Source: an optimization exercise on an open RTL-to-GDS flow (aim: small area and a short achievable clock period). Production flows keep margins and buffers that such runs may drop. Only simulation tests tie the RTL to the original design; equivalence was not proved. Power is estimated from default activity; no workload was simulated.

Setup of lane 1:
## Processor_with_Power_Gating
module Processor_with_Power_Gating(
    input  wire clk,
    input  wire reset,
    input  wire [3:0] alu_a,
    input  wire [3:0] alu_b,
    input  wire [2:0] alu_opcode,
    output wire [3:0] alu_result,
    input  wire [3:0] mem_addr,
    input  wire [7:0] mem_data_in,
    input  wire mem_write_en,
    input  wire mem_req_valid,
    output wire [7:0] mem_data_out,
    input  wire [7:0] io_in,
    input  wire io_write_en,
    input  wire io_read_request,
    output wire [7:0] io_out,
    output wire alu_idle,
    output wire mem_idle,
    output wire io_idle,
    output wire alu_power_gated,
    output wire mem_power_gated,
    output wire io_power_gated,
    output wire system_power_save_mode,
    output wire [1:0] active_modules_count,
    output wire [7:0] power_efficiency_metric,
    output wire alu_clk_en,
    output wire mem_clk_en,
    output wire io_clk_en
);
==> flow/config.mk <==
export PLATFORM = sky130hd
export DESIGN_NAME = Processor_with_Power_Gating
export DESIGN_NICKNAME = Processor_with_Power_Gating
export VERILOG_FILES = /design/flow/design.v
export SDC_FILE = /design/flow/constraint.sdc
export NUM_CORES = 4
export LEC_CHECK = 0
export CAP_MARGIN = 20
export CORE_MARGIN = 2
export CORE_UTILIZATION = 65
export SLEW_MARGIN = 20
==> flow/constraint.sdc <==
create_clock -name core_clock -period 90.0 [get_ports {clk}]
set_input_delay 18.0000 -clock core_clock [delete_from_list [all_inputs] [get_ports {clk}]]
set_output_delay 18.0000 -clock core_clock [all_outputs]
set_load 0.01 [all_outputs]
standard.sh (not shown) runs the stock make flow with config.mk's settings and CLKGATE_MAP_FILE= SYNTH_SCRIPT=/design/flow/synth_recipe.tcl, a recipe that flattens the netlist after the stock synthesis.
==> flow/flow/run.sh <==
#!/bin/bash
# The standard layout (the standard.sh, unchanged synthesis and steps),
# with two changes:
#  - the port buffers that global placement inserts on every input and output
#    are sky130_fd_sc_hd__buf_2 instead of the default clkdlybuf4s50_1 delay
#    cell;
#  - clock tree synthesis inserts no dummy load cells, and builds the tree
#    from small clock buffers.
set -euo pipefail
export BUFFER_PORTS_ARGS="-buffer_cell sky130_fd_sc_hd__buf_2"
export CTS_ARGS="-sink_clustering_enable -repair_clock_nets -dont_use_dummy_load -root_buf sky130_fd_sc_hd__clkbuf_8 -buf_list {sky130_fd_sc_hd__clkbuf_4} -sink_clustering_size 10 -sink_clustering_max_diameter 100"
bash standard.sh > standard.log 2>&1
Lane 1 was carried through to the last stage, and its layout satisfied the timing, DRC and antenna checks.
Modified inputs, lane 2 compared to lane 1
Settings: SLEW_MARGIN now 45, was 20.
diff --git a/flow/flow/run.sh b/flow/flow/run.sh
--- a/flow/flow/run.sh
+++ b/flow/flow/run.sh
@@ -9,4 +9,4 @@
 set -euo pipefail
 export BUFFER_PORTS_ARGS="-buffer_cell sky130_fd_sc_hd__buf_2"
-export CTS_ARGS="-sink_clustering_enable -repair_clock_nets -dont_use_dummy_load -root_buf sky130_fd_sc_hd__clkbuf_8 -buf_list {sky130_fd_sc_hd__clkbuf_4} -sink_clustering_size 10 -sink_clustering_max_diameter 100"
+export CTS_ARGS="-sink_clustering_enable -repair_clock_nets -dont_use_dummy_load -root_buf sky130_fd_sc_hd__clkbuf_8 -buf_list {sky130_fd_sc_hd__clkbuf_2}"
 bash standard.sh > standard.log 2>&1
## What came out
Lane 1 completed every stage of the flow, and the final layout passed the timing, DRC and antenna checks. Lane 2 finished all stages; the layout is clean. Number of placed instances, taps included of lane 2 is on par with lane 1. The worst hold slack in lane 2 sits 0.017 ns below the value recorded for lane 1. Compared with lane 1, in lane 2 count of clock-net buffers in the final layout has increased; proportion of power drawn by flip-flops and latches has decreased. Taking lane 1 as the reference, in lane 2 mean routed wirelength per cell was more or less identical; post-layout worst setup margin dropped 0.037 ns; fraction of area in registers decreased 0.70 points; clock input transition at the sequential cells of the worst setup and hold paths barely changed.
Setup changes, lane 2 to lane 3
Settings: swapping 45 for 20 in SLEW_MARGIN.
diff --git a/flow/flow/run.sh b/flow/flow/run.sh
--- a/flow/flow/run.sh
+++ b/flow/flow/run.sh
@@ -9,4 +9,4 @@
 set -euo pipefail
 export BUFFER_PORTS_ARGS="-buffer_cell sky130_fd_sc_hd__buf_2"
-export CTS_ARGS="-sink_clustering_enable -repair_clock_nets -dont_use_dummy_load -root_buf sky130_fd_sc_hd__clkbuf_8 -buf_list {sky130_fd_sc_hd__clkbuf_2}"
+export CTS_ARGS="-sink_clustering_enable -repair_clock_nets -dont_use_dummy_load -root_buf sky130_fd_sc_hd__clkbuf_4 -buf_list {sky130_fd_sc_hd__clkbuf_2}"
 bash standard.sh > standard.log 2>&1
Results
Compared with lane 2, lane 3 is the less power-hungry design.
Clock network power share, lane 3 and lane 2: smaller value in lane 3
Lane 2 ended up with mem_addr[3] as its launching instance or port of the critical path; lane 3 ended up with mem_req_valid.
Of lane 3 and lane 2, the run reporting the lower minimum hold slack was lane 2.
nor2_1 as the cell with the largest stage delay on the worst path was reported by lane 3, and a222oi_1 by lane 2.
Diff lane 2 -> lane 3: number of clock sinks now sits at about the same level, cell area after layout now sits lower.
Of lane 3 and lane 2, it is lane 3 that has the higher clock skew.

---

build 35:
Another version of the RTL of Processor_with_Power_Gating (not shown whole).
Size: ~950 cells after synthesis, roughly 77 I/O pins.
==> flow/config.mk <==
export PLATFORM = sky130hd
export DESIGN_NAME = Processor_with_Power_Gating
export DESIGN_NICKNAME = Processor_with_Power_Gating
export VERILOG_FILES = /design/flow/design.v
export SDC_FILE = /design/flow/constraint.sdc
export NUM_CORES = 4
export LEC_CHECK = 0
export CAP_MARGIN = 20
export CORE_MARGIN = 2
export CORE_UTILIZATION = 40
export SLEW_MARGIN = 20
export SYNTH_HIERARCHICAL = 1
==> flow/constraint.sdc <==
create_clock -name core_clock -period 90.0 [get_ports {clk}]
set_input_delay 18.0000 -clock core_clock [delete_from_list [all_inputs] [get_ports {clk}]]
set_output_delay 18.0000 -clock core_clock [all_outputs]
set_load 0.01 [all_outputs]
==> flow/flow/run.sh <==
#!/bin/bash
# The standard layout (the standard.sh, unchanged synthesis and steps),
# with two changes:
#  - the port buffers that global placement inserts on every input and output
#    are sky130_fd_sc_hd__buf_2 instead of the default clkdlybuf4s50_1 delay
#    cell;
#  - clock tree synthesis inserts no dummy load cells, and builds the tree
#    from small clock buffers.
set -euo pipefail
export BUFFER_PORTS_ARGS="-buffer_cell sky130_fd_sc_hd__buf_2"
export CTS_ARGS="-sink_clustering_enable -repair_clock_nets -dont_use_dummy_load -root_buf sky130_fd_sc_hd__clkbuf_16 -buf_list {sky130_fd_sc_hd__clkbuf_2}"
bash standard.sh > standard.log 2>&1
--- input diff build 35..build 76 ---
Settings: a deleted SYNTH_HIERARCHICAL that had been 1; a change of CORE_UTILIZATION from 40 to 65.
==> results.txt <==
- Taking build 35 as the reference, in build 76 count of antenna diodes in the layout did not really move, worst hold slack went up.
- Build 76 has more setup slack than build 35.
- Global routing met1 resource utilization for build 76: 19 points up relative to build 35
- Comparing build 76 and build 35, the lower combinational power share was measured on build 76.
- Between build 35 and build 76, total wire length after detailed routing decreased.
Input-level comparison between build 13 and build 76:
Settings: a change of CORE_UTILIZATION from 65 to 40.
--- a/flow/flow/run.sh
+++ b/flow/flow/run.sh
@@ -11 +11 @@
-export CTS_ARGS="-sink_clustering_enable -repair_clock_nets -dont_use_dummy_load -root_buf sky130_fd_sc_hd__clkbuf_16 -buf_list {sky130_fd_sc_hd__clkbuf_2}"
+export CTS_ARGS="-sink_clustering_enable -repair_clock_nets -dont_use_dummy_load -root_buf sky130_fd_sc_hd__clkbuf_16 -buf_list {sky130_fd_sc_hd__clkbuf_2} -sink_clustering_size 8"
Notes after the runs:
- Of build 13 and build 76, it is build 13 that has the lower number of vias per cell after detailed routing.
- Number of global-route vias before repair down 2.9% in build 13 wrt build 76
- The die height number comes out lower for build 76 vs build 13.
- Build 13 — global routing usage summed across all routing layers 10 points lower, build 76 as reference
- Build 13 ended up with mem_inst.mem[0][2] as its capturing element of the worst setup path; build 76 ended up with mem_inst.mem[3][2].
- Of build 13 and build 76, it is build 13 that has the lower number of non-clock buffers in the layout.
- Measured against each other, build 76 and build 13 differ in wire length on met2, the lower figure coming from build 76.
- Summary — post-route non-filler standard cell count, build 13 relative to build 76: higher, by 13%.
What build 79 does differently from build 13 at the input level:
--- a/flow/flow/run.sh
+++ b/flow/flow/run.sh
@@ -11 +11 @@
-export CTS_ARGS="-sink_clustering_enable -repair_clock_nets -dont_use_dummy_load -root_buf sky130_fd_sc_hd__clkbuf_16 -buf_list {sky130_fd_sc_hd__clkbuf_2} -sink_clustering_size 8"
+export CTS_ARGS="-sink_clustering_enable -repair_clock_nets -dont_use_dummy_load -root_buf sky130_fd_sc_hd__clkbuf_16 -buf_list {sky130_fd_sc_hd__clkbuf_4} -sink_clustering_size 12"
--- outcome ---
Share of the clock period used by the worst path after layout: build 13 vs build 79 — no meaningful difference. Changes observed in build 79 relative to build 13: cell count rose by about 0.44%, number of buffer and inverter stages on the critical path now larger, met3 usage about even. Register share of total power (build 79 over build 13): decrease, 5.8 points. Going from build 13 to build 79, the critical path depth was found to have gone up by 4. Build 79: flow completed, timing, DRC and antenna clean. Build 79 against build 13: post-detailed-route count of antenna-violating nets level; setup slack higher; sequential share of layout area shrank by 1.1 points; total power density per cell area +about 8%.
Changes in build 94 relative to build 79:
--- a/flow/flow/run.sh
+++ b/flow/flow/run.sh
@@ -11 +11 @@
-export CTS_ARGS="-sink_clustering_enable -repair_clock_nets -dont_use_dummy_load -root_buf sky130_fd_sc_hd__clkbuf_16 -buf_list {sky130_fd_sc_hd__clkbuf_4} -sink_clustering_size 12"
+export CTS_ARGS="-sink_clustering_enable -repair_clock_nets -dont_use_dummy_load -root_buf sky130_fd_sc_hd__clkbuf_16 -buf_list {sky130_fd_sc_hd__clkbuf_2}"
Findings:
Min non-filler instance count after layout across build 79 and build 94: build 94. Per the comparison of build 94 with build 79, fraction of power consumed by the clock network went down by 6.4 points, combinational share of power went up by 0.7 points, wire length of the first global-routing pass went down by 0.48%. Per the comparison of build 94 with build 79, routed wire length comparable; switching share of power moved up.

static timing again, ports no longer ideal:
Ports are ideal in the flow. The routed layouts listed here were re-timed in OpenROAD. Step 1, drivers: a clkbuf_16 drives clk and a buf_2 each remaining input, both assumed. Step 2 also shifts input and output timing later by t, the mid clock arrival at the registers, as if the neighbouring blocks saw the same clock. Three values: no drivers, after step 1, after step 2; two values: the first two.
| run | shift t [ns] | slack for setup (ns) | worst hold slack (ns) | slew at the worst register clock pin (ns) | worst slew at a driven data input, ns |
|---|---|---|---|---|---|
| lane 1 | 0.570 | 70.389 / 70.398 / 69.829 | 0.365 / 0.365 / 0.365 | 0.11 / 0.11 | 0.06 |
| lane 2 | 0.558 | 70.353 / 70.367 / 69.808 | 0.347 / 0.347 / 0.347 | 0.11 / 0.11 | 0.05 |
| lane 3 | 0.669 | 70.498 / 70.506 / 69.837 | 0.358 / 0.358 / 0.358 | 0.10 / 0.10 | 0.07 |
| build 35 | 0.523 | 70.231 / 70.230 / 69.707 | 0.351 / 0.351 / 0.351 | 0.11 / 0.11 | 0.06 |
| build 76 | 0.517 | 70.341 / 70.361 / 69.844 | 0.354 / 0.354 / 0.354 | 0.11 / 0.11 | 0.04 |
| build 13 | 0.514 | 70.285 / 70.307 / 69.793 | 0.352 / 0.352 / 0.352 | 0.11 / 0.11 | 0.06 |
| build 79 | 0.522 | 70.300 / 70.322 / 69.801 | 0.343 / 0.343 / 0.343 | 0.07 / 0.07 | 0.06 |
| build 94 | 0.514 | 70.285 / 70.307 / 69.793 | 0.352 / 0.352 / 0.352 | 0.11 / 0.11 | 0.06 |
After both steps setup and hold are still met in every run listed. For lane 3, which loses most, drivers alone change the setup slack by +0.008 ns; drivers and shift together by -0.661 ns.
